This is an optimization exercise on Yosys and OpenROAD, whose aim is small area and a short achievable clock period, not a production implementation.
Where RTL was checked, it was by simulation tests only, not by an equivalence proof against the original.
The RTL of runs 2 and 3 was laid out without a check of its function.

==> design.v <==
module Posit_Adder(A1,B1,clk, reset,OUT);
  input  [0:31] A1, B1;
  input  clk, reset;
  output reg [0:31] OUT;
  reg [31:0] a, b;           
  reg        r1, r2;         
  reg [24:0] s2_fl;          
  reg [27:0] s2_xs;          
  reg        s2_ci;          
  reg [9:0]  s2_sc;          
  reg        s2_s;           
  reg        s2_k;           
  function [30:0] cneg;
    input s;
    input [30:0] x;
    integer i;
    reg p;
    begin
      p = 1'b0;
      for (i = 0; i < 31; i = i + 1) begin
        cneg[i] = x[i] ^ (s & p);
        p = p | x[i];
      end
    end
  endfunction
  function [30:0] cnegf;
    input s;
    input [30:0] x;
    integer i;
    reg [3:0] bo;
    reg p, q;
    begin
      for (i = 0; i < 4; i = i + 1)
        bo[i] = |(({1'b0, x} >> (8 * i)) & 32'hFF);
      q = 1'b0;
      for (i = 0; i < 31; i = i + 1) begin
        if (i % 8 == 0) begin
          p = q;
          q = q | bo[i / 8];
        end
        cnegf[i] = x[i] ^ (s & p);
        p = p | x[i];
      end
    end
  endfunction
  function [38:0] strip;
    input [30:0] m;
    reg rb;
    reg [29:0] v;
    reg [4:0] c;
    begin
      rb = m[30];
      v = m[29:0];
      c = 5'd0;
      if (v[29:14] == {16{rb}}) begin v = {v[13:0], 16'd0}; c[4] = 1'b1; end
      if (v[29:22] == {8{rb}})  begin v = {v[21:0], 8'd0};  c[3] = 1'b1; end
      if (v[29:26] == {4{rb}})  begin v = {v[25:0], 4'd0};  c[2] = 1'b1; end
      if (v[29:28] == {2{rb}})  begin v = {v[27:0], 2'd0};  c[1] = 1'b1; end
      if (v[29] == rb)          begin v = {v[28:0], 1'd0};  c[0] = 1'b1; end
      strip = {~rb, c ^ {5{~rb}}, v[28:25], v[28:0]};
    end
  endfunction
  function [13:0] radd14;
    input [13:0] x;
    input [13:0] y;
    input ci;
    integer i;
    reg c;
    begin
      c = ci;
      for (i = 0; i < 14; i = i + 1) begin
        radd14[i] = x[i] ^ y[i] ^ c;
        c = (x[i] & y[i]) | (x[i] & c) | (y[i] & c);
      end
    end
  endfunction
  function carry14;
    input [13:0] x;
    input [13:0] y;
    input ci;
    integer i;
    reg c;
    begin
      c = ci;
      for (i = 0; i < 14; i = i + 1)
        c = (x[i] & y[i]) | (x[i] & c) | (y[i] & c);
      carry14 = c;
    end
  endfunction
  wire sa = a[31];
  wire sb = b[31];
  wire [30:0] ma = cneg(sa, a[30:0]);
  wire [30:0] mb = cneg(sb, b[30:0]);
  wire za = (a[30:0] == 31'd0);
  wire zb = (b[30:0] == 31'd0);
  wire nar = (za & sa) | (zb & sb);
  reg gt;
  integer j;
  always @* begin
    gt = 1'b0;
    for (j = 0; j < 31; j = j + 1)
      gt = (mb[j] & ~ma[j]) | (mb[j] & gt) | (~ma[j] & gt);
  end
  wire [30:0] mL = gt ? mb : ma;
  wire [30:0] mS = gt ? ma : mb;
  wire sL = gt ? sb : sa;
  wire sS = gt ? sa : sb;
  wire [38:0] dL = strip(mL);
  wire [38:0] dS = strip(mS);
  wire [9:0]  scL = dL[38:29];
  wire [9:0]  scS = dS[38:29];
  wire [24:0] fL = dL[24:0];
  wire [24:0] fS = dS[24:0];
  wire [9:0] ext = scL - scS;
  wire [32:0] xs = (ext[9:6] != 4'd0) ? 33'd0 : ({~(za | zb), fS, 7'd0} >> ext[5:0]);
  wire sticky = |xs[5:0];
  wire sub = sL ^ sS;
  wire kill1 = nar | (za & zb);
  wire [27:0] XL = {2'b01, s2_fl, 1'b0};
  wire [27:0] XS = s2_xs;
  wire [13:0] w_lo  = radd14(XL[13:0], XS[13:0], s2_ci);
  wire        c14   = carry14(XL[13:0], XS[13:0], s2_ci);
  wire [13:0] w_hi0 = radd14(XL[27:14], XS[27:14], 1'b0);
  wire [13:0] w_hi1 = radd14(XL[27:14], XS[27:14], 1'b1);
  wire [27:0] W = {c14 ? w_hi1 : w_hi0, w_lo};
  reg [27:0] v;
  reg [4:0]  q;
  always @* begin
    v = W;
    q = 5'd0;
    if (v[27:12] == 16'd0) begin v = {v[11:0], 16'd0}; q[4] = 1'b1; end
    if (v[27:20] == 8'd0)  begin v = {v[19:0], 8'd0};  q[3] = 1'b1; end
    if (v[27:24] == 4'd0)  begin v = {v[23:0], 4'd0};  q[2] = 1'b1; end
    if (v[27:26] == 2'd0)  begin v = {v[25:0], 2'd0};  q[1] = 1'b1; end
    if (v[27] == 1'b0)     begin v = {v[26:0], 1'd0};  q[0] = 1'b1; end
  end
  wire wz = ~v[27];           
  wire [10:0] fs   = {s2_sc[9], s2_sc} + 11'd1 - {6'd0, q};
  wire        kneg = fs[10];
  wire [5:0]  nsh  = fs[9:4] ^ {6{kneg}};
  wire signed [30:0] ev = {~kneg, kneg, fs[3:0], v[26:2]};
  wire [30:0] evsh = ev >>> nsh[4:0];
  wire [30:0] R    = nsh[5] ? {31{~kneg}} : evsh;
  wire        osign = s2_s & (s2_k | ~wz);
  wire [30:0] omag  = cnegf(osign, R);
  always @(posedge clk) begin
    a     <= A1;
    b     <= B1;
    r1    <= reset;
    r2    <= r1;
    s2_fl  <= fL;
    s2_xs  <= {1'b0, xs[32:6]} ^ {28{sub}};
    s2_ci  <= sub & ~sticky;
    s2_sc <= scL;
    s2_s  <= nar | sL;
    s2_k  <= kill1;
    if (reset | r2)
      OUT <= 32'd0;
    else
      OUT <= {osign, (s2_k | wz) ? 31'd0 : omag};
  end
endmodule
==> flow/run.sh <==
#!/bin/bash
# Layout flow: the standard flow (standard.sh), with one change in
# synthesis: ABC restructures the logic (&dc2, &syn3, &dch), maps it with an
# area-oriented mapper (amap), then
# resizes gates for delay, then downsizes gates off the critical
# paths. Registers, their names and cells are
# those of the standard synthesis, which runs unchanged up to the ABC call.
# Placement buffers each port with buf_1 instead of the default buffer.
set -euo pipefail
W=$(pwd)

cp "$W/flow/abc_map.script" "$W/abc_map.script"

# synth_recipe.tcl with ABC's script replaced by ours
{
  printf '%s\n' "proc abc {args} {" \
    "  set i [lsearch -exact \$args -script]" \
    "  if {\$i >= 0} { lset args [expr {\$i + 1}] {$W/abc_map.script} }" \
    "  yosys abc {*}\$args" \
    "}"
  cat "$W/synth_recipe.tcl"
} > "$W/flow_synth.tcl"

grep -q "$W/synth_recipe.tcl" "$W/standard.sh"
sed "s#$W/synth_recipe.tcl#$W/flow_synth.tcl#g" "$W/standard.sh" > "$W/flow_standard.sh"

# every port still gets its own buffer, the smallest one
bash "$W/flow_standard.sh" "BUFFER_PORTS_ARGS=-buffer_cell sky130_fd_sc_hd__buf_1" finish \
  > "$W/flow_make.log" 2>&1
test -f "$W/out/final.def"
==> flow/abc_map.script <==
&get -n
&st
&dc2
&syn3
&dch
&put
amap
topo
stime -c
upsize -c
dnsize -c
stime -c
dnsize -c -D 20000 -I 20
stime -c
==> standard.sh <==
#!/bin/bash
# synth_recipe.tcl (not shown) runs the flow's synth.tcl, then flattens the netlist and writes it again
# the make line also repeats each setting of config.mk as NAME=value (left out here)
make -C /OpenROAD-flow-scripts/flow DESIGN_CONFIG=/design/flow/config.mk WORK_HOME=/design/flow/orfs CLKGATE_MAP_FILE= SYNTH_SCRIPT=/design/flow/synth_recipe.tcl "${@:-finish}"
==> config.mk <==
export PLATFORM = sky130hd
export DESIGN_NAME = Posit_Adder
export DESIGN_NICKNAME = Posit_Adder
export VERILOG_FILES = /design/flow/design.v
export SDC_FILE = /design/flow/constraint.sdc
export NUM_CORES = 4
export LEC_CHECK = 0
export CAP_MARGIN = 20
export CORE_MARGIN = 2
export CORE_UTILIZATION = 55
export CTS_BUF_LIST = sky130_fd_sc_hd__clkbuf_8
export PLACE_DENSITY = 0.75
export SLEW_MARGIN = 20
==> constraint.sdc <==
create_clock -name core_clock -period 120.0 [get_ports {clk}]
set_input_delay 24.0000 -clock core_clock [delete_from_list [all_inputs] [get_ports {clk}]]
set_output_delay 24.0000 -clock core_clock [all_outputs]
set_load 0.01 [all_outputs]
==> impl_metrics.yaml, run 1 <==
grt:
  grt_pass1_vias: 13271
  antenna_found_initial: 0
  globalRouteOverflowTotal: 0
  grt_max_degree: 65
  grt.total_usage: 0.321
  grt_pass1_wl_um: 64500
placed_design:
  port_buffers: 97
  placedInstanceArea_sq_um: 14100
  placed_cells: 2356
  gp_congestion: 0.994
  dp_hpwl_um: 32300
floorplan:
  start_util: 0.559
  die_area_sq_um: 25000
  num_rows: 56
  core_region_area_sq_um: 23400
  die_height_um: 158
  ios: 98
  fp.dieW_um: 158
clocking:
  clock_path_buffers: 2
  cts_root_buffer: "clkbuf_8"
  htreeDepth: 4
  cts_inserted_buffers: 17
  insertion_delay_ps: 490
  cts_setup_buffers: 0
  cts.sinks: 164
  cts_hold_buf: 0
  cts_resized: 0
  cts_tree: "yes"
  clkSlewWorstSetupHoldPaths_ps: 110
synthesis:
  synth_area_sq_um: 13100
  async_flop_share: 0
  synth_warnings: 1
  yosys.area_share.simple: 0.197
  synthFlopType: "dfxtp_1"
  synth_top_family_by_area: "compound AO/OA/AOI/OAI gates"
  yosysSeqAreaShare: 0.251
  synth_compound_area_frac: 0.445
  syn_inst: 1913
  synth_edf_count: 0
  yosysUniqueCellTypes: 50
  syn_nets: 2034
  ys_ff_latch: 164
  synthMuxAreaShare: 0
  yosys.area_share.xor_xnor: 0
  yosys.area_share.adder: 0.0612
  syn_area_per_cell_sq_um: 6.84
timing:
  rsz0062_at_grt: "no"
  period_share: 0.208
  finalMaxSlewViolations: 0
  timing.hold.ws_ps: 365
  tightestPinTransition_ps: 1000
  fmaxAchievable_mhz: 40.0
  setup_viol: 0
  finalSetupTns_ps: 0
  finalHoldViolCount: 0
  slew_headroom: 0.316
  post-route-min-period_ps: 24990
  skew_ps: 23.6
worst_setup_path:
  path_cells: "buf_1"
  r2r-start: "s2_ci"
  r2r_end: "OUT[1]"
  timing.critical_path.max_delay_family: "flip-flops"
  start_kind: "flop"
  required_ps: 96000
  cpMaxStageDelayCell: "dfxtp_1"
  cp_num_cells: 1
  reg2reg_depth: 102
  worst-path-buf-inv: 1
  critical_path_class: "reg2out"
  critPathMaxStageDelay_ps: 350
  worst_ep_arrival_time_ps: 980
  r2r_setup_slack_ps: 97420
  worstSetupStartpoint: "OUT[19]"
  cp_max_fo: 1
  end_kind: "output port"
layout:
  fin_nets: 2177
  area_delta_synth_final_pct: 10.9
  antennaDiodeCount: 0
  finalNonFillerCells: 2388
  final_common_cell: "o22ai_1"
  layout-drive-gt1-share: 0.0416
  design_area_sq_um: 14500
  final_cell_mix: "368 x o22ai_1, 338 x nor2_1, 164 x dfxtp_1"
route:
  wl_per_cell_um: 17.4
  drc: 0
  dr_total_vias: 15575
  wl_um: 41600
  drtPass1Iterations: 7
  ant_nets: 0
  drt-initial-drc-count: 1412
  vias_per_cell: 6.52
worst_hold_path:
  hold_class: "reg2reg"
  hold_depth: 0
  worstHoldStart: "r1"
  hold_end: "r2"
outcome:
  status: "no timing/DRC/antenna violations"
job:
  maxCapViolCount: 0
## through the flow
stage                     utilization  worst slack (ps)
after floorplan                     -             94470
after global placement          0.602             94760
after detailed placement        0.602             94690
after CTS                       0.619             95000
after global routing            0.620             94970
final                           0.620             95020
## worst register-to-register path: cells and delay by family (launching register included)
family          cells  cell delay, ps
buf+inv            12            3540
fa+ha+maj          16            5430
flops               1             340
simple gates       49            7690
compound gates     25            5470
## layout make-up
class | instances | area, sq um
clock buffers | 17 | 234
clock inverters | 15 | 165
fillers | 2285 | 8900
inverters | 161 | 607
multi-input cells | 1588 | 9250
flip-flops and latches | 164 | 3280
well taps | 319 | 399
repair buffers | 124 | 567
## cell families after synthesis
family          Yosys count
buf+inv                 161
flops                   164
compound gates          921
simple gates            612
fa+ha+maj                55
## registers in the layout, indices dropped and copies added (netlist names)
register / count
s2_fl: 25
r2: 1
r1: 1
s2_sc: 10
s2_xs: 28
s2_s: 1
s2_k: 1
OUT: 32
a: 32
s2_ci: 1
b: 32
## cell usage after synthesis (9+ instances only)
master	number	share of area
nor4_1	15	0.0072
nand3_1	19	0.0073
or3_1	24	0.011
o221ai_1	15	0.010
nand2b_1	9	0.0043
o21a_1	21	0.012
a211oi_1	21	0.012
nand2_1	145	0.042
dfxtp_1	164	0.25
fa_1	15	0.023
o22a_1	25	0.017
nor2_1	340	0.098
nor3_1	25	0.0096
ha_1	40	0.038
o32ai_1	32	0.021
inv_2	18	0.0052
o21ai_0	137	0.052
nand4_1	13	0.0062
a31oi_1	27	0.013
o21ai_1	28	0.011
o22ai_1	370	0.18
a21oi_1	156	0.060
inv_1	14	0.0040
o31ai_1	11	0.0063
a221o_1	27	0.021
clkinv_1	128	0.037
## worst max-delay path by stage
| stage | to |
|---|---|
| 2_1_floorplan | OUT[12] |
| 3_3_place_gp | OUT[12] |
| 3_5_place_dp | OUT[19] |
| 4_1_cts | OUT[19] |
| 5_1_grt | OUT[27] |
| 6_report | OUT[19] |
## routing by layer
layer	GRT usage	routed length [um]
met5	0	0
met1	0.418	18300
met2	0.534	18900
met3	0.0583	3210
met4	0.116	1300
==> run 2, diff against run 1 <==
--- a/design.v
+++ b/design.v
@@ -4,5 +4,5 @@
   output reg [0:31] OUT;
   reg [31:0] a, b;           
-  reg        r1, r2;         
+  reg        r1;             
   reg [24:0] s2_fl;          
   reg [27:0] s2_xs;          
@@ -148,12 +148,11 @@
     b     <= B1;
     r1    <= reset;
-    r2    <= r1;
     s2_fl  <= fL;
     s2_xs  <= {1'b0, xs[32:6]} ^ {28{sub}};
     s2_ci  <= sub & ~sticky;
     s2_sc <= scL;
-    s2_s  <= nar | sL;
-    s2_k  <= kill1;
-    if (reset | r2)
+    s2_s  <= (nar | sL) & ~r1;
+    s2_k  <= kill1 | r1;
+    if (reset)
       OUT <= 32'd0;
     else
--- a/config.mk
+++ b/config.mk
@@ -8,6 +8,5 @@
 export CAP_MARGIN = 20
 export CORE_MARGIN = 2
-export CORE_UTILIZATION = 55
+export CORE_UTILIZATION = 40
 export CTS_BUF_LIST = sky130_fd_sc_hd__clkbuf_8
-export PLACE_DENSITY = 0.75
 export SLEW_MARGIN = 20
==> run 2 against run 1 <==
  * Cell area rose by 1.5%
  * Global-route usage fell by 7.3 points
  * Fmax barely moved
  * Synthesized area rose by 0.32%
  * Critical path depth did not move
  * Core utilization fell by 17 points
  * First-iteration DRC count fell by 12%
  * Synthesized cell count rose by 0.99%
==> impl_metrics.yaml, run 2 <==
timing:
  finalSetupTns_ps: 0
  finalMaxSlewViolations: 0
  post-route-min-period_ps: 25000
  slew_headroom: 0.316
  skew_ps: 17.5
  finalHoldViolCount: 0
  period_share: 0.208
  tightestPinTransition_ps: 1030
  rsz0062_at_grt: "no"
  fmaxAchievable_mhz: 40.0
  setup_viol: 0
route:
  drc: 0
  wl_um: 43400
  dr_total_vias: 15272
  vias_per_cell: 6.04
  drtPass1Iterations: 7
  drt-initial-drc-count: 1245
  wl_per_cell_um: 17.2
  ant_nets: 0
outcome:
  status: "no timing/DRC/antenna violations"
floorplan:
  fp.dieW_um: 185
  ios: 98
  core_region_area_sq_um: 32500
  num_rows: 66
  start_util: 0.404
  die_area_sq_um: 34300
  die_height_um: 185
job:
  maxCapViolCount: 0
synthesis:
  synth_most_common_cell: "o22ai_1"
  syn_area_per_cell_sq_um: 6.79
  yosysSeqAreaShare: 0.249
  ys_ff_latch: 163
  synthFlopType: "dfxtp_1"
  synth_area_leaders: "dfxtp_1 25%, o22ai_1 17%, nor2_1 8.6%, o21ai_0 6.0%, a21oi_1 5.9%"
  synth_warnings: 1
  yosysUniqueCellTypes: 54
  async_flop_share: 0
  synth_common_cells: "361 x o22ai_1, 302 x nor2_1, 169 x nand2_1"
  synth_area_sq_um: 13100
  synth_edf_count: 0
  syn_nets: 2053
  syn_inst: 1932
  synth.largest_area_cell: "dfxtp_1"
  synth_top_area_frac: 0.249
worst_setup_path:
  worstSetupStartpoint: "OUT[4]"
  cp_max_fo: 1
  critical_path_class: "reg2out"
  required_ps: 96000
  worst_ep_arrival_time_ps: 1000
  worst-path-buf-inv: 1
  end_kind: "output port"
  r2r_setup_slack_ps: 98270
  cpMaxStageDelayCell: "dfxtp_1"
  start_kind: "flop"
  cp_num_cells: 1
  timing.critical_path.max_delay_family: "flip-flops"
  reg2reg_depth: 100
  r2r-start: "s2_ci"
  path_cells: "buf_1"
  r2r_end: "OUT[1]"
  crit_end: "OUT[4]"
  critPathMaxStageDelay_ps: 340
clocking:
  insertion_delay_ps: 500
  cts_setup_buffers: 0
  cts_root_buffer: "clkbuf_8"
  cts_resized: 0
  clock_path_buffers: 2
  clkSlewWorstSetupHoldPaths_ps: 100
  htreeDepth: 4
  cts_inserted_buffers: 17
  cts_hold_buf: 0
  cts_tree: "yes"
  cts.sinks: 163
layout:
  fin_nets: 2195
  multiInputGateArea_sq_um: 9260
  final_common_cell: "o22ai_1"
  area_delta_synth_final_pct: 12.2
  design_area_sq_um: 14700
  antennaDiodeCount: 0
  layout-drive-gt1-share: 0.0422
  num-fill-cells: 3388
  final_cell_mix: "358 x o22ai_1, 302 x nor2_1, 169 x nand2_1"
  register_area_sq_um: 3260
  reg_top3: "OUT (32), a (32), b (32)"
grt:
  antenna_found_initial: 0
  globalRouteOverflowTotal: 0
  grt_pass1_vias: 13508
  grt_max_degree: 62
  grt_pass1_wl_um: 68300
  grt.total_usage: 0.249
placed_design:
  gp_congestion: 0.949
  dp_hpwl_um: 34200
  placedInstanceArea_sq_um: 14300
  port_buffers: 97
worst_hold_path:
  hold_class: "reg2reg"
## run 2: worst min-delay path by stage
stage	from	end	cells after the start
floorplan	r1	s2_s	1
global placement	r1	s2_s	1
detailed placement	r1	s2_s	1
CTS	r1	s2_s	1
global route	r1	s2_s	1
finish	r1	s2_s	1
## run 2: logic make-up (layout without fill, tap and decap cells)
logic type	Yosys count	count (layout)	share of synthesized area
compound gates	939	939	0.447
simple gates	595	595	0.191
buf+inv	179	334	0.0514
flops	163	163	0.249
fa+ha+maj	55	55	0.0610
xor+xnor	1	1	0.000668
## run 2: per-layer routing
metal / GRT usage / part of all wire / up-vias
met3: 0.0352 / 0.045 / 71
met4: 0.0616 / 0.021 / 0
li1: - / - / 7825
met5: 0 / 0 / -
met1: 0.319 / 0.45 / 6942
met2: 0.438 / 0.48 / 434
## run 2: layout make-up
| class | count | share of cell area |
|---|---|---|
| repair buffers | 123 | 0.0380 |
| clock buffers | 17 | 0.0159 |
| inverters | 179 | 0.0458 |
| clock inverters | 15 | 0.0126 |
| multi-input cells | 1590 | 0.629 |
| flip-flops and latches | 163 | 0.222 |
| well taps | 442 | 0.0375 |
## run 2: through the flow
step                std cells  hold slack (ps)  utilization  worst slack [ps]
finish                   2529              440        0.454             95000
global route             2529              484        0.454             94920
CTS                      2529              457        0.453             94950
detailed placement       2497              429        0.440             94700
global placement         2497              444        0.440             94710
floorplan                1932              390            -             94500
==> run 3, diff against run 2 <==
--- a/config.mk
+++ b/config.mk
@@ -10,3 +10,4 @@
 export CORE_UTILIZATION = 40
 export CTS_BUF_LIST = sky130_fd_sc_hd__clkbuf_8
+export GPL_TIMING_DRIVEN = 0
 export SLEW_MARGIN = 20
==> run 3 against run 2 <==
  * Synthesized area is the same
  * Critical path depth did not move
  * Fmax about the same
  * Cell count shrank 0.43%
==> impl_metrics.yaml, run 3 <==
outcome:
  status: "no timing/DRC/antenna violations"
synthesis:
  async_flop_share: 0
  synth_area_leaders: "dfxtp_1 25%, o22ai_1 17%, nor2_1 8.6%, o21ai_0 6.0%, a21oi_1 5.9%"
  synth_top_area_frac: 0.249
  syn_nets: 2053
  synthFlopType: "dfxtp_1"
  ys_ff_latch: 163
  synth_warnings: 1
  syn_inst: 1932
  synth_edf_count: 0
  syn_area_per_cell_sq_um: 6.79
  synth_area_sq_um: 13100
  yosysSeqAreaShare: 0.249
  synth_most_common_cell: "o22ai_1"
  synth_common_cells: "361 x o22ai_1, 302 x nor2_1, 169 x nand2_1"
  synth.largest_area_cell: "dfxtp_1"
  yosysUniqueCellTypes: 54
clocking:
  cts_hold_buf: 0
  cts_tree: "yes"
  htreeDepth: 4
  cts.sinks: 163
  cts_setup_buffers: 0
  clkSlewWorstSetupHoldPaths_ps: 100
  insertion_delay_ps: 500
  clock_path_buffers: 2
  cts_resized: 0
  cts_inserted_buffers: 17
  cts_root_buffer: "clkbuf_8"
route:
  vias_per_cell: 6.00
  drt-initial-drc-count: 1507
  wl_um: 43500
  dr_total_vias: 15100
  drc: 0
  wl_per_cell_um: 17.3
  drtPass1Iterations: 6
  ant_nets: 0
worst_setup_path:
  start_kind: "flop"
  critical_path_class: "reg2out"
  cp_max_fo: 1
  r2r-start: "s2_xs[0]"
  worstSetupStartpoint: "OUT[8]"
  end_kind: "output port"
  required_ps: 96000
  worst-path-buf-inv: 1
  worst_ep_arrival_time_ps: 980
  critPathMaxStageDelay_ps: 330
  path_cells: "buf_1"
  cpMaxStageDelayCell: "dfxtp_1"
  timing.critical_path.max_delay_family: "flip-flops"
timing:
  skew_ps: 14.5
  finalMaxSlewViolations: 0
  tightestPinTransition_ps: 1020
  finalHoldViolCount: 0
  setup_viol: 0
  period_share: 0.208
  fmaxAchievable_mhz: 40.0
  finalSetupTns_ps: 0
  slew_headroom: 0.311
  rsz0062_at_grt: "no"
  post-route-min-period_ps: 24980
worst_hold_path:
  hold_class: "reg2reg"
  worstHoldStart: "r1"
layout:
  layout-drive-gt1-share: 0.0443
  finalNonFillerCells: 2518
  final_cell_mix: "358 x o22ai_1, 297 x nor2_1, 169 x nand2_1"
  area_delta_synth_final_pct: 12.7
  reg_top3: "OUT (32), a (32), b (32)"
  final_common_cell: "o22ai_1"
  antennaDiodeCount: 0
  num-fill-cells: 3407
  fin_nets: 2184
floorplan:
  start_util: 0.404
  core_region_area_sq_um: 32500
  ios: 98
  die_height_um: 185
  die_area_sq_um: 34300
  fp.dieW_um: 185
  num_rows: 66
placed_design:
  placed_cells: 2486
  dp_hpwl_um: 34300
  port_buffers: 97
  gp_congestion: 0.965
grt:
  antenna_found_initial: 0
  grt_max_degree: 62
  grt_pass1_wl_um: 69000
  globalRouteOverflowTotal: 0
  grt.total_usage: 0.252
  grt_pass1_vias: 13430
job:
  maxCapViolCount: 0
run 3: worst paths after layout:
kind | to | slack [ps] | cells past startpoint
max | OUT[8] | 95020 | 1
min reg2reg | s2_s | 430 | 1
max reg2reg | OUT[1] | 97310 | 100
min | s2_s | 430 | 1
run 3: area by class of cell:
cell class / count / area, sq um / area share
tap: 442 / 553 / 0.0374
sequential: 163 / 3270 / 0.221
clock inverter: 15 / 195 / 0.0132
clock buffer: 17 / 234 / 0.0158
multi-input combinational: 1590 / 9320 / 0.630
timing repair buffer: 112 / 543 / 0.0367
inverter: 179 / 674 / 0.0456
run 3: through the flow:
| stage | util | cell area, sq um | worst slack (ps) | hold slack [ps] |
|---|---|---|---|---|
| after floorplan | - | 13100 | 94500 | 390 |
| after global placement | 0.433 | 14000 | 90950 | 417 |
| after detailed placement | 0.442 | 14300 | 94800 | 406 |
| after CTS | 0.455 | 14800 | 94980 | 432 |
| after global routing | 0.455 | 14800 | 94610 | 464 |
| final | 0.455 | 14800 | 95020 | 430 |
run 3: worst reg2reg max path, delay by kind of cell (launching register included):
kind | cells | cell delay (ps)
adder cells (fa/ha/maj) | 16 | 5550
buffers and inverters | 12 | 3080
flip-flops | 1 | 350
AND/OR/NAND/NOR | 46 | 7570
AO/OA/AOI/OAI | 26 | 6070
run 3: cells by family after synthesis:
| family | after synthesis | share of synthesized area |
|---|---|---|
| adder cells (fa/ha/maj) | 55 | 0.0610 |
| buffers and inverters | 179 | 0.0514 |
| AO/OA/AOI/OAI | 939 | 0.447 |
| flip-flops | 163 | 0.249 |
| AND/OR/NAND/NOR | 595 | 0.191 |
| XOR/XNOR | 1 | 0.000668 |
run 3: layer usage:
metal  GRT usage  vias up  part of all wire
li1            -     7772                 -
met1       0.330     6849              0.45
met5           0        -                 0
met3      0.0299       57             0.046
met2       0.434      422              0.48
met4      0.0737        0             0.020
==> run 4, diff against run 3 <==
--- a/design.v
+++ b/design.v
@@ -4,5 +4,5 @@
   output reg [0:31] OUT;
   reg [31:0] a, b;           
-  reg        r1;             
+  reg        r1, r2;         
   reg [24:0] s2_fl;          
   reg [27:0] s2_xs;          
@@ -148,11 +148,12 @@
     b     <= B1;
     r1    <= reset;
+    r2    <= r1;
     s2_fl  <= fL;
     s2_xs  <= {1'b0, xs[32:6]} ^ {28{sub}};
     s2_ci  <= sub & ~sticky;
     s2_sc <= scL;
-    s2_s  <= (nar | sL) & ~r1;
-    s2_k  <= kill1 | r1;
-    if (reset)
+    s2_s  <= nar | sL;
+    s2_k  <= kill1;
+    if (reset | r2)
       OUT <= 32'd0;
     else
--- a/config.mk
+++ b/config.mk
@@ -9,5 +9,4 @@
 export CORE_MARGIN = 2
 export CORE_UTILIZATION = 40
-export CTS_BUF_LIST = sky130_fd_sc_hd__clkbuf_8
-export GPL_TIMING_DRIVEN = 0
+export CTS_BUF_LIST = sky130_fd_sc_hd__clkbuf_4 sky130_fd_sc_hd__clkbuf_8
 export SLEW_MARGIN = 20
==> run 4 against run 3 <==
  * Cell area is 0.79% lower
  * Via count increased by 0.60%
  * Still clean on timing, DRC and antenna
  * Critical endpoint is now OUT[5]
  * Sequential share of layout area is 0.29 points higher
  * Register-to-register slack better by 1100 ps
  * Worst setup slack worse by 21 ps
  * Die area shrank 0.31%
  * Critical path depth did not move
  * Count of clock-buffer cells in the layout rose by 1
==> impl_metrics.yaml, run 4 <==
outcome:
  status: "no timing/DRC/antenna violations"
floorplan:
  ios: 98
  die_area_sq_um: 34200
  die_height_um: 185
  num_rows: 66
  start_util: 0.404
  fp.dieW_um: 185
  core_region_area_sq_um: 32400
clocking:
  insertion_delay_ps: 510
  cts_setup_buffers: 0
  clkSlewWorstSetupHoldPaths_ps: 100
  cts_inserted_buffers: 17
  cts_root_buffer: "clkbuf_8"
  clock_path_buffers: 2
  cts.sinks: 164
  cts_hold_buf: 0
  cts_tree: "yes"
  htreeDepth: 4
  cts_resized: 0
synthesis:
  ys_ff_latch: 164
  synth_most_common_cell: "o22ai_1"
  syn_inst: 1913
  yosysSeqAreaShare: 0.251
  synth.largest_area_cell: "dfxtp_1"
  synth_common_cells: "370 x o22ai_1, 340 x nor2_1, 164 x dfxtp_1"
  synth_top_area_frac: 0.251
  async_flop_share: 0
  synthFlopType: "dfxtp_1"
  yosysUniqueCellTypes: 50
  syn_area_per_cell_sq_um: 6.84
  syn_nets: 2034
  synth_warnings: 1
  synth_area_sq_um: 13100
  synth_area_leaders: "dfxtp_1 25%, o22ai_1 18%, nor2_1 9.8%, a21oi_1 6.0%, o21ai_0 5.2%"
  synth_edf_count: 0
timing:
  finalHoldViolCount: 0
  setup_viol: 0
  skew_ps: 22.1
  slew_headroom: 0.347
  finalMaxSlewViolations: 0
  fmaxAchievable_mhz: 40.0
  tightestPinTransition_ps: 976
  period_share: 0.208
  rsz0062_at_grt: "no"
  post-route-min-period_ps: 25000
  finalSetupTns_ps: 0
worst_setup_path:
  cp_num_cells: 1
  required_ps: 96000
  timing.critical_path.max_delay_family: "flip-flops"
  path_cells: "buf_1"
  cp_max_fo: 1
  worst_ep_arrival_time_ps: 1000
  cpMaxStageDelayCell: "dfxtp_1"
  critical_path_class: "reg2out"
  worst-path-buf-inv: 1
  end_kind: "output port"
  start_kind: "flop"
  reg2reg_depth: 104
  critPathMaxStageDelay_ps: 350
grt:
  grt_pass1_vias: 13466
  grt.total_usage: 0.251
  globalRouteOverflowTotal: 0
  grt_pass1_wl_um: 69100
  antenna_found_initial: 0
  grt_max_degree: 64
worst_hold_path:
  hold_class: "reg2reg"
  hold_depth: 0
placed_design:
  port_buffers: 97
  gp_congestion: 0.917
  dp_hpwl_um: 33900
  placed_cells: 2482
layout:
  layout-drive-gt1-share: 0.0425
  fin_nets: 2180
  reg_top3: "OUT (32), a (32), b (32)"
  final_util: 0.453
  area_delta_synth_final_pct: 12.1
  final_cell_mix: "368 x o22ai_1, 340 x nor2_1, 164 x dfxtp_1"
  finalNonFillerCells: 2514
  final_common_cell: "o22ai_1"
  antennaDiodeCount: 0
route:
  vias_per_cell: 6.04
  dr_total_vias: 15190
  drtPass1Iterations: 6
  ant_nets: 0
  wl_per_cell_um: 17.3
  drc: 0
  wl_um: 43400
  drt-initial-drc-count: 1300
job:
  maxCapViolCount: 0
-- run 4: cell types whose count changed after synthesis, sizes merged, moves of 6 or more --
cell and change:
nor2 +39, clkinv -18, o21ai -33, o21a +6
o221ai -8, or3 +7, nand2 -24, a221o +15
o22ai +9
-- run 4: cell type report --
| class | count | area, sq um |
|---|---|---|
| Fill cell | 3502 | 17700 |
| Multi-Input combinational cell | 1588 | 9240 |
| Sequential cell | 164 | 3280 |
| Inverter | 161 | 607 |
| Timing Repair Buffer | 127 | 589 |
| Tap cell | 442 | 553 |
| Clock buffer | 18 | 248 |
| Clock inverter | 14 | 141 |
-- run 4: worst paths after layout --
kind | startpoint | end | slack (ps)
setup / recovery | OUT[5] | OUT[5] | 95000
hold / removal | r1 | r2 | 350
setup reg to reg | s2_ci | OUT[1] | 98370
hold reg to reg | r1 | r2 | 350
-- run 4: per-layer routing --
metal / vias up / wire length (um) / global-route usage
met5: - / 0 / 0
met4: 0 / 1000 / 0.0848
met3: 55 / 1990 / 0.0320
met2: 448 / 20900 / 0.437
met1: 6944 / 19500 / 0.321
li1: 7743 / - / -
-- run 4: cell families after synthesis --
family          Yosys count  synth area share
compound gates          921             0.445
fa+ha+maj                55            0.0612
buf+inv                 161            0.0464
flops                   164             0.251
simple gates            612             0.197
-- run 4: stage by stage --
| stage | setup WS, ps | hold WS (ps) | cell area, sq um |
|---|---|---|---|
| final | 95000 | 346 | 14700 |
| after floorplan | 94470 | 310 | 13100 |
| after global routing | 94940 | 357 | 14700 |
| after detailed placement | 94890 | 320 | 14300 |
| after global placement | 94940 | 320 | 14300 |
| after CTS | 94950 | 351 | 14700 |
==> run 5, diff against run 4 <==
--- a/config.mk
+++ b/config.mk
@@ -6,7 +6,7 @@
 export NUM_CORES = 4
 export LEC_CHECK = 0
-export CAP_MARGIN = 20
+export CAP_MARGIN = 5
 export CORE_MARGIN = 2
 export CORE_UTILIZATION = 40
-export CTS_BUF_LIST = sky130_fd_sc_hd__clkbuf_4 sky130_fd_sc_hd__clkbuf_8
-export SLEW_MARGIN = 20
+export CTS_BUF_LIST = sky130_fd_sc_hd__clkbuf_8
+export SLEW_MARGIN = 5
==> run 5 against run 4 <==
  * Largest cell class unchanged
  * Still clean
  * Non-clock buffer count is the same
  * Flip-flop and latch count stayed put
==> impl_metrics.yaml, run 5 <==
clocking:
  cts_tree: "yes"
  cts_hold_buf: 0
  htreeDepth: 4
  cts_setup_buffers: 0
  insertion_delay_ps: 510
  cts_resized: 0
  cts.sinks: 164
  cts_inserted_buffers: 17
  clock_path_buffers: 2
  cts_root_buffer: "clkbuf_8"
  clkSlewWorstSetupHoldPaths_ps: 100
grt:
  top_usage_layer: "met2"
  use_met2: 0.437
  grt_pass1_vias: 13466
  grt_use_met1: 0.321
  grt_max_degree: 64
  grt.total_usage: 0.251
  grt_pass1_wl_um: 69100
  gr-usage-met3: 0.0320
  globalRouteOverflowTotal: 0
  antenna_found_initial: 0
synthesis:
  syn_inst: 1913
  yosysUniqueCellTypes: 50
  syn_area_per_cell_sq_um: 6.84
  synth_edf_count: 0
  synth_area_sq_um: 13100
  async_flop_share: 0
  yosysSeqAreaShare: 0.251
  synth_top_area_frac: 0.251
  ys_ff_latch: 164
  synthFlopType: "dfxtp_1"
  synth.largest_area_cell: "dfxtp_1"
  synth_area_leaders: "dfxtp_1 25%, o22ai_1 18%, nor2_1 9.8%, a21oi_1 6.0%, o21ai_0 5.2%"
  syn_nets: 2034
  synth_common_cells: "370 x o22ai_1, 340 x nor2_1, 164 x dfxtp_1"
  synth_most_common_cell: "o22ai_1"
  synth_warnings: 1
timing:
  setup_viol: 0
  slew_headroom: 0.198
  finalMaxSlewViolations: 0
  skew_ps: 22.0
  tightestPinTransition_ps: 1200
  period_share: 0.208
  timing.hold.ws_ps: 346
  rsz0062_at_grt: "no"
  post-route-min-period_ps: 25010
  finalSetupTns_ps: 0
  finalHoldViolCount: 0
  fmaxAchievable_mhz: 40.0
floorplan:
  core_region_area_sq_um: 32400
  die_area_sq_um: 34200
  start_util: 0.404
  num_rows: 66
  ios: 98
  fp.dieW_um: 185
  die_height_um: 185
worst_setup_path:
  start_kind: "flop"
  cpMaxStageDelayCell: "dfxtp_1"
  reg2reg_depth: 104
  worst_ep_arrival_time_ps: 1010
  critPathMaxStageDelay_ps: 350
  cp_max_fo: 1
  end_kind: "output port"
  path_cells: "buf_1"
  critical_path_class: "reg2out"
  worst-path-buf-inv: 1
  cp_num_cells: 1
  required_ps: 96000
  timing.critical_path.max_delay_family: "flip-flops"
layout:
  fin_nets: 2180
  multiInputGateArea_sq_um: 9240
  area_delta_synth_final_pct: 12.1
  final_cell_mix: "368 x o22ai_1, 340 x nor2_1, 164 x dfxtp_1"
  reg_top3: "OUT (32), a (32), b (32)"
  register_area_sq_um: 3280
  num-fill-cells: 3500
  final_common_cell: "o22ai_1"
  antennaDiodeCount: 0
  layout-drive-gt1-share: 0.0425
worst_hold_path:
  hold_class: "reg2reg"
  hold_depth: 0
route:
  drc: 0
  vias_per_cell: 6.04
  ant_nets: 0
  wl_per_cell_um: 17.2
  wl_um: 43300
  drtPass1Iterations: 7
  dr_total_vias: 15195
  drt-initial-drc-count: 1330
job:
  maxCapViolCount: 0
outcome:
  status: "no timing/DRC/antenna violations"
placed_design:
  port_buffers: 97
  dp_hpwl_um: 33900
  gp_congestion: 0.917
[run 5: cell types whose count changed in the layout (fill, tap and decap cells not counted)]
cell / before / now
a21oi_2: 0 / 1
a21oi_4: 1 / 0
[run 5: worst paths after layout]
path                              from  endpoint  slack, ps
worst max-delay path            OUT[5]    OUT[5]      94990
worst min-delay path                r1        r2        350
worst max register to register   s2_ci    OUT[1]      98340
worst min register to register      r1        r2        350
[run 5: cell type report]
cell class                      count  area share
Tap cell                          442      0.0377
Clock inverter                     14     0.00965
Clock buffer                       18      0.0169
Inverter                          161      0.0414
Multi-Input combinational cell   1588       0.630
Timing Repair Buffer              127      0.0402
Sequential cell                   164       0.224
[run 5: cells by family after synthesis]
logic type      synth area share
fa+ha+maj                 0.0612
buf+inv                   0.0464
simple gates               0.197
flops                      0.251
compound gates             0.445
[run 5: stage by stage]
step / cells / setup WS, ps / cell area, sq um / utilization
3_5_place_dp: 2482 / 94890 / 14300 / 0.441
3_3_place_gp: 2482 / 94940 / 14300 / 0.441
2_1_floorplan: 1913 / 94470 / 13100 / -
5_1_grt: 2514 / 94940 / 14700 / 0.453
6_report: 2514 / 94990 / 14700 / 0.453
4_1_cts: 2514 / 94950 / 14700 / 0.453
[run 5: routing by layer]
metal | vias to the layer above | part of all wire | wire length (um)
met5 | - | 0 | 0
met4 | 0 | 0.023 | 1000
met1 | 6934 | 0.44 | 19200
met2 | 455 | 0.48 | 21000
met3 | 61 | 0.049 | 2140
li1 | 7745 | - | -
==> run 6, diff against run 5 <==
--- a/config.mk
+++ b/config.mk
@@ -6,7 +6,9 @@
 export NUM_CORES = 4
 export LEC_CHECK = 0
-export CAP_MARGIN = 5
+export CAP_MARGIN = 20
 export CORE_MARGIN = 2
 export CORE_UTILIZATION = 40
 export CTS_BUF_LIST = sky130_fd_sc_hd__clkbuf_8
-export SLEW_MARGIN = 5
+export CTS_CLUSTER_DIAMETER = 100
+export CTS_CLUSTER_SIZE = 30
+export SLEW_MARGIN = 20
==> run 6 against run 5 <==
  * Sequential share of layout area about the same
  * Clock skew about the same
  * Global-route usage is the same
  * First-iteration DRC count fell by 2.3%
  * Synthesized area unchanged
  * Still clean on timing, DRC and antenna
  * Worst setup slack improved by 5.0 ps
  * Synthesized cell count is the same
  * Fmax hardly changed
  * Count of clock-buffer cells in the layout is the same
  * Cell count is the same
==> impl_metrics.yaml, run 6 <==
clocking:
  cts_inserted_buffers: 17
  cts_tree: "yes"
  clkSlewWorstSetupHoldPaths_ps: 100
  clock_path_buffers: 2
  insertion_delay_ps: 510
  cts_hold_buf: 0
  cts.sinks: 164
  cts_root_buffer: "clkbuf_8"
  htreeDepth: 4
  cts_resized: 0
  cts_setup_buffers: 0
timing:
  rsz0062_at_grt: "no"
  skew_ps: 22.1
  finalMaxSlewViolations: 0
  tightestPinTransition_ps: 976
  post-route-min-period_ps: 25000
  period_share: 0.208
  finalHoldViolCount: 0
  finalSetupTns_ps: 0
  setup_viol: 0
  finalWorstSetupSlack_ps: 95000
  fmaxAchievable_mhz: 40.0
  slew_headroom: 0.347
synthesis:
  synth_warnings: 1
  synth.largest_area_cell: "dfxtp_1"
  syn_nets: 2034
  synth_compound_area_frac: 0.445
  ys_ff_latch: 164
  async_flop_share: 0
  synth_top_family_by_area: "compound AO/OA/AOI/OAI gates"
  yosys.area_share.adder: 0.0612
  synth_area_leaders: "dfxtp_1 25%, o22ai_1 18%, nor2_1 9.8%, a21oi_1 6.0%, o21ai_0 5.2%"
  syn_area_per_cell_sq_um: 6.84
  synth_most_common_cell: "o22ai_1"
  synthFlopType: "dfxtp_1"
  yosys.area_share.simple: 0.197
  yosysSeqAreaShare: 0.251
  synth_top_area_frac: 0.251
  syn_inst: 1913
  yosysUniqueCellTypes: 50
  yosys.area_share.xor_xnor: 0
  synthMuxAreaShare: 0
  synth_common_cells: "370 x o22ai_1, 340 x nor2_1, 164 x dfxtp_1"
  synth_area_sq_um: 13100
  synth_edf_count: 0
placed_design:
  port_buffers: 97
  place_ws_ps: 94890
  gp_congestion: 0.917
  placedInstanceArea_sq_um: 14300
  dp_hpwl_um: 33900
route:
  ant_nets: 0
  drtPass1Iterations: 6
  drc: 0
  dr_total_vias: 15190
  drt-initial-drc-count: 1300
  vias_per_cell: 6.04
  wl_per_cell_um: 17.3
  wl_um: 43400
layout:
  fin_nets: 2180
  final_util: 0.453
  reg_top3: "OUT (32), a (32), b (32)"
  layout-drive-gt1-share: 0.0425
  area_delta_synth_final_pct: 12.1
  antennaDiodeCount: 0
  multiInputGateArea_sq_um: 9240
  final_cell_mix: "368 x o22ai_1, 340 x nor2_1, 164 x dfxtp_1"
  num-fill-cells: 3502
  register_area_sq_um: 3280
  design_area_sq_um: 14700
  final_common_cell: "o22ai_1"
grt:
  gr-usage-met3: 0.0320
  grt_pass1_vias: 13466
  grt.total_usage: 0.251
  use_met2: 0.437
  top_usage_layer: "met2"
  grt_use_met1: 0.321
  antenna_found_initial: 0
  grt_max_degree: 64
  grt_pass1_wl_um: 69100
  globalRouteOverflowTotal: 0
worst_setup_path:
  worst-path-buf-inv: 1
  critPathMaxStageDelay_ps: 350
  cpMaxStageDelayCell: "dfxtp_1"
  end_kind: "output port"
  critical_path_class: "reg2out"
  required_ps: 96000
  path_cells: "buf_1"
  worst_ep_arrival_time_ps: 1000
  timing.critical_path.max_delay_family: "flip-flops"
  r2r_setup_slack_ps: 98370
  start_kind: "flop"
  cp_max_fo: 1
job:
  maxCapViolCount: 0
outcome:
  status: "no timing/DRC/antenna violations"
worst_hold_path:
  hold_class: "reg2reg"
floorplan:
  num_rows: 66
  start_util: 0.404
  core_region_area_sq_um: 32400
  ios: 98
  fp.dieW_um: 185
  die_height_um: 185
  die_area_sq_um: 34200
## run 6: logic make-up after synthesis
| family | Yosys count |
|---|---|
| simple gates | 612 |
| flops | 164 |
| fa+ha+maj | 55 |
| compound gates | 921 |
| buf+inv | 161 |
## run 6: layout make-up
type                       count  area share
clock buffer                  18      0.0169
clock inverter                14     0.00964
inverter                     161      0.0414
multi-input combinational   1588       0.630
sequential                   164       0.224
tap                          442      0.0377
timing repair buffer         127      0.0402
## run 6: per-layer routing
| metal | up-vias | wire length (um) | part of all wire |
|---|---|---|---|
| li1 | 7743 | - | - |
| met1 | 6944 | 19500 | 0.45 |
| met2 | 448 | 20900 | 0.48 |
| met3 | 55 | 1990 | 0.046 |
| met4 | 0 | 1000 | 0.023 |
| met5 | - | 0 | 0 |
## run 6: through the flow
step                      hold slack, ps  std cells
final                                346       2514
after global routing                 357       2514
after CTS                            351       2514
after detailed placement             320       2482
after global placement               320       2482
after floorplan                      310       1913
## run 6: final timing paths
path | start | end | depth (start not counted)
worst max register to register | s2_ci | OUT[1] | 104
worst min-delay path | r1 | r2 | 0
worst min register to register | r1 | r2 | 0
worst max-delay path | OUT[5] | OUT[5] | 1
==> run 7, diff against run 6 <==
--- a/config.mk
+++ b/config.mk
@@ -10,5 +10,4 @@
 export CORE_UTILIZATION = 40
 export CTS_BUF_LIST = sky130_fd_sc_hd__clkbuf_8
-export CTS_CLUSTER_DIAMETER = 100
-export CTS_CLUSTER_SIZE = 30
+export CTS_CLUSTER_SIZE = 22
 export SLEW_MARGIN = 20
==> run 7 against run 6 <==
  * Cell area is the same
  * Count of clock-buffer cells in the layout is the same
  * Worst setup slack is the same
  * Sequential share of layout area is the same
  * Die area is the same
  * Routed wire length is the same
==> impl_metrics.yaml, run 7 <==
outcome:
  status: "no timing/DRC/antenna violations"
timing:
  skew_ps: 22.1
  period_share: 0.208
  finalWorstSetupSlack_ps: 95000
  tightestPinTransition_ps: 976
  setup_viol: 0
  timing.hold.ws_ps: 346
  finalHoldViolCount: 0
  finalSetupTns_ps: 0
  post-route-min-period_ps: 25000
  rsz0062_at_grt: "no"
  slew_headroom: 0.347
  finalMaxSlewViolations: 0
  fmaxAchievable_mhz: 40.0
placed_design:
  place_ws_ps: 94890
  port_buffers: 97
  placedInstanceArea_sq_um: 14300
  dp_hpwl_um: 33900
  gp_congestion: 0.917
  placed_cells: 2482
layout:
  antennaDiodeCount: 0
  final_cell_mix: "368 x o22ai_1, 340 x nor2_1, 164 x dfxtp_1"
  num-fill-cells: 3502
  fin_nets: 2180
  finalNonFillerCells: 2514
  layout-drive-gt1-share: 0.0425
  area_delta_synth_final_pct: 12.1
  final_common_cell: "o22ai_1"
  design_area_sq_um: 14700
  final_util: 0.453
  reg_top3: "OUT (32), a (32), b (32)"
worst_setup_path:
  worst-path-buf-inv: 1
  end_kind: "output port"
  cp_max_fo: 1
  critPathMaxStageDelay_ps: 350
  start_kind: "flop"
  critical_path_class: "reg2out"
  timing.critical_path.max_delay_family: "flip-flops"
  required_ps: 96000
  worst_ep_arrival_time_ps: 1000
  cpMaxStageDelayCell: "dfxtp_1"
  path_cells: "buf_1"
synthesis:
  synth_top_area_frac: 0.251
  ys_ff_latch: 164
  yosysUniqueCellTypes: 50
  synth_warnings: 1
  synth_common_cells: "370 x o22ai_1, 340 x nor2_1, 164 x dfxtp_1"
  synthFlopType: "dfxtp_1"
  syn_area_per_cell_sq_um: 6.84
  async_flop_share: 0
  synth_most_common_cell: "o22ai_1"
  synth_area_leaders: "dfxtp_1 25%, o22ai_1 18%, nor2_1 9.8%, a21oi_1 6.0%, o21ai_0 5.2%"
  synth_area_sq_um: 13100
  synth_edf_count: 0
  synth.largest_area_cell: "dfxtp_1"
  syn_nets: 2034
  yosysSeqAreaShare: 0.251
  syn_inst: 1913
clocking:
  htreeDepth: 4
  cts_inserted_buffers: 17
  clock_path_buffers: 2
  insertion_delay_ps: 510
  cts_tree: "yes"
  clkSlewWorstSetupHoldPaths_ps: 100
  cts_resized: 0
  cts.sinks: 164
  cts_setup_buffers: 0
  cts_hold_buf: 0
  cts_root_buffer: "clkbuf_8"
route:
  wl_per_cell_um: 17.3
  drc: 0
  wl_um: 43400
  ant_nets: 0
  dr_total_vias: 15190
  vias_per_cell: 6.04
  drtPass1Iterations: 6
  drt-initial-drc-count: 1300
grt:
  gr-usage-met3: 0.0320
  globalRouteOverflowTotal: 0
  grt.total_usage: 0.251
  grt_pass1_vias: 13466
  top_usage_layer: "met2"
  grt_use_met1: 0.321
  grt_pass1_wl_um: 69100
  grt_max_degree: 64
  antenna_found_initial: 0
  use_met2: 0.437
job:
  maxCapViolCount: 0
floorplan:
  ios: 98
  start_util: 0.404
  num_rows: 66
  die_height_um: 185
  fp.dieW_um: 185
  die_area_sq_um: 34200
  core_region_area_sq_um: 32400
worst_hold_path:
  hold_class: "reg2reg"
-- run 7: path summary, 6_finish.rpt --
check | startpoint | end | slack (ps) | cells past startpoint
setup reg to reg | s2_ci | OUT[1] | 98370 | 104
hold / removal | r1 | r2 | 350 | 0
hold reg to reg | r1 | r2 | 350 | 0
setup / recovery | OUT[5] | OUT[5] | 95000 | 1
-- run 7: logic make-up after synthesis --
| logic type | Yosys count | share of synthesized area |
|---|---|---|
| adder cells (fa/ha/maj) | 55 | 0.0612 |
| AND/OR/NAND/NOR | 612 | 0.197 |
| AO/OA/AOI/OAI | 921 | 0.445 |
| flip-flops | 164 | 0.251 |
| buffers and inverters | 161 | 0.0464 |
-- run 7: layout make-up --
type,count,area (sq um),share of cell area
flip-flops and latches,164,3280,0.224
clock inverters,14,141,0.00964
clock buffers,18,248,0.0169
repair buffers,127,589,0.0402
well taps,442,553,0.0377
multi-input cells,1588,9240,0.630
inverters,161,607,0.0414
-- run 7: routing by layer --
metal / part of all wire / vias up / routed length [um]
met1: 0.45 / 6944 / 19500
met2: 0.48 / 448 / 20900
li1: - / 7743 / -
met4: 0.023 / 0 / 1000
met5: 0 / - / 0
met3: 0.046 / 55 / 1990
==> run 8, diff against run 7 <==
--- a/config.mk
+++ b/config.mk
@@ -10,4 +10,3 @@
 export CORE_UTILIZATION = 40
 export CTS_BUF_LIST = sky130_fd_sc_hd__clkbuf_8
-export CTS_CLUSTER_SIZE = 22
 export SLEW_MARGIN = 20
==> run 8 against run 7 <==
  * First-iteration DRC count unchanged
  * Synthesized area did not move
  * Largest cell class unchanged
  * Register-to-register slack is essentially flat
  * Global-route usage did not move
  * Still clean
  * Critical path depth unchanged
  * Clock skew stayed put
==> impl_metrics.yaml, run 8 <==
floorplan:
  ios: 98
  core_region_area_sq_um: 32400
  fp.dieW_um: 185
  num_rows: 66
  start_util: 0.404
  die_area_sq_um: 34200
  die_height_um: 185
worst_hold_path:
  hold_depth: 0
  hold_class: "reg2reg"
route:
  ant_nets: 0
  drc: 0
  drtPass1Iterations: 6
  wl_um: 43400
  vias_per_cell: 6.04
  dr_total_vias: 15190
  wl_per_cell_um: 17.3
  drt-initial-drc-count: 1300
worst_setup_path:
  reg2reg_depth: 104
  timing.critical_path.max_delay_family: "flip-flops"
  cpMaxStageDelayCell: "dfxtp_1"
  worst_ep_arrival_time_ps: 1000
  critPathMaxStageDelay_ps: 350
  worst-path-buf-inv: 1
  required_ps: 96000
  critical_path_class: "reg2out"
  end_kind: "output port"
  start_kind: "flop"
  cp_num_cells: 1
  path_cells: "buf_1"
  cp_max_fo: 1
synthesis:
  synth_common_cells: "370 x o22ai_1, 340 x nor2_1, 164 x dfxtp_1"
  synth_warnings: 1
  synth_edf_count: 0
  synth.largest_area_cell: "dfxtp_1"
  synth_area_sq_um: 13100
  async_flop_share: 0
  synth_most_common_cell: "o22ai_1"
  synth_top_area_frac: 0.251
  syn_area_per_cell_sq_um: 6.84
  yosysSeqAreaShare: 0.251
  yosysUniqueCellTypes: 50
  syn_nets: 2034
  synth_area_leaders: "dfxtp_1 25%, o22ai_1 18%, nor2_1 9.8%, a21oi_1 6.0%, o21ai_0 5.2%"
  ys_ff_latch: 164
  synthFlopType: "dfxtp_1"
  syn_inst: 1913
placed_design:
  gp_congestion: 0.917
  placedInstanceArea_sq_um: 14300
  port_buffers: 97
  dp_hpwl_um: 33900
layout:
  register_area_sq_um: 3280
  multiInputGateArea_sq_um: 9240
  final_cell_mix: "368 x o22ai_1, 340 x nor2_1, 164 x dfxtp_1"
  num-fill-cells: 3502
  antennaDiodeCount: 0
  layout-drive-gt1-share: 0.0425
  area_delta_synth_final_pct: 12.1
  reg_top3: "OUT (32), a (32), b (32)"
  fin_nets: 2180
  final_common_cell: "o22ai_1"
  design_area_sq_um: 14700
timing:
  rsz0062_at_grt: "no"
  fmaxAchievable_mhz: 40.0
  finalSetupTns_ps: 0
  tightestPinTransition_ps: 976
  slew_headroom: 0.347
  period_share: 0.208
  setup_viol: 0
  finalHoldViolCount: 0
  post-route-min-period_ps: 25000
  skew_ps: 22.1
  finalMaxSlewViolations: 0
job:
  maxCapViolCount: 0
clocking:
  clkSlewWorstSetupHoldPaths_ps: 100
  cts_setup_buffers: 0
  cts_tree: "yes"
  cts_resized: 0
  cts_root_buffer: "clkbuf_8"
  insertion_delay_ps: 510
  cts_hold_buf: 0
  clock_path_buffers: 2
  htreeDepth: 4
  cts.sinks: 164
  cts_inserted_buffers: 17
outcome:
  status: "no timing/DRC/antenna violations"
grt:
  antenna_found_initial: 0
  globalRouteOverflowTotal: 0
  grt_max_degree: 64
  grt_pass1_vias: 13466
  grt.total_usage: 0.251
  grt_pass1_wl_um: 69100
==> run 8: final cells by class <==
class | count | share of cell area
clock buffer | 18 | 0.0169
tap | 442 | 0.0377
clock inverter | 14 | 0.00964
multi-input combinational | 1588 | 0.630
sequential | 164 | 0.224
inverter | 161 | 0.0414
timing repair buffer | 127 | 0.0402
==> run 8: cell families (layout without fill, tap and decap cells) <==
logic type | count (synthesis) | in the layout | synth area share
AO/OA/AOI/OAI | 921 | 921 | 0.445
AND/OR/NAND/NOR | 612 | 612 | 0.197
flip-flops | 164 | 164 | 0.251
buffers and inverters | 161 | 320 | 0.0464
adder cells (fa/ha/maj) | 55 | 55 | 0.0612
==> run 8: stage by stage <==
stage	cells	utilization	hold WS (ps)	setup WS (ps)
2_1_floorplan	1913	-	310	94470
3_3_place_gp	2482	0.441	320	94940
3_5_place_dp	2482	0.441	320	94890
4_1_cts	2514	0.453	351	94950
5_1_grt	2514	0.453	357	94940
6_report	2514	0.453	346	95000
==> run 8: worst paths after layout <==
| check | from | slack, ps | to |
|---|---|---|---|
| worst max register to register | s2_ci | 98370 | OUT[1] |
| worst min register to register | r1 | 350 | r2 |
| worst min-delay path | r1 | 350 | r2 |
| worst max-delay path | OUT[5] | 95000 | OUT[5] |
==> run 8: metal layers <==
layer  track usage  routed length [um]
met2         0.437               20900
met3        0.0320                1990
met1         0.321               19500
met5             0                   0
met4        0.0848                1000

afterwards: timing with drivers on the ports:
The flow's constraints put no driver on any port. The routed layouts listed below were extracted and timed again, unchanged, in two steps.
Step 1 sets driving cells, clkbuf_16 on the clock port and buf_2 on the other inputs (assumed; they add their load-dependent delay and slew).
Step 2 adds t to the input delays and takes it off the output delays; t is the mean of the earliest and latest rising clock arrival at the registers after step 1. Input paths then give back, and output paths get back, about the clock's delay inside the block.
Three values: no drivers, after step 1, after step 2; two values: the first two.
run	t (ns)	setup slack, ns	clock arrival spread, ns	worst data-port slew with drivers (ns)	pins driven straight from the clock port
run 1	0.520	95.015 / 94.970 / 94.864	0.023 / 0.023	0.03	1
run 2	0.536	95.000 / 94.951 / 94.908	0.018 / 0.018	0.03	1
run 3	0.538	95.020 / 94.972 / 94.791	0.014 / 0.014	0.04	1
run 4	0.543	94.999 / 94.950 / 94.903	0.022 / 0.022	0.04	1
run 5	0.547	94.994 / 94.945 / 94.894	0.022 / 0.022	0.04	1
run 6	0.543	94.999 / 94.950 / 94.903	0.022 / 0.022	0.04	1
run 7	0.543	94.999 / 94.950 / 94.903	0.022 / 0.022	0.04	1
run 8	0.543	94.999 / 94.950 / 94.903	0.022 / 0.022	0.04	1
After both steps every run listed still meets setup and hold. The setup slack of run 3, which loses most, moves by -0.048 ns with the drivers and by -0.229 ns with both steps.
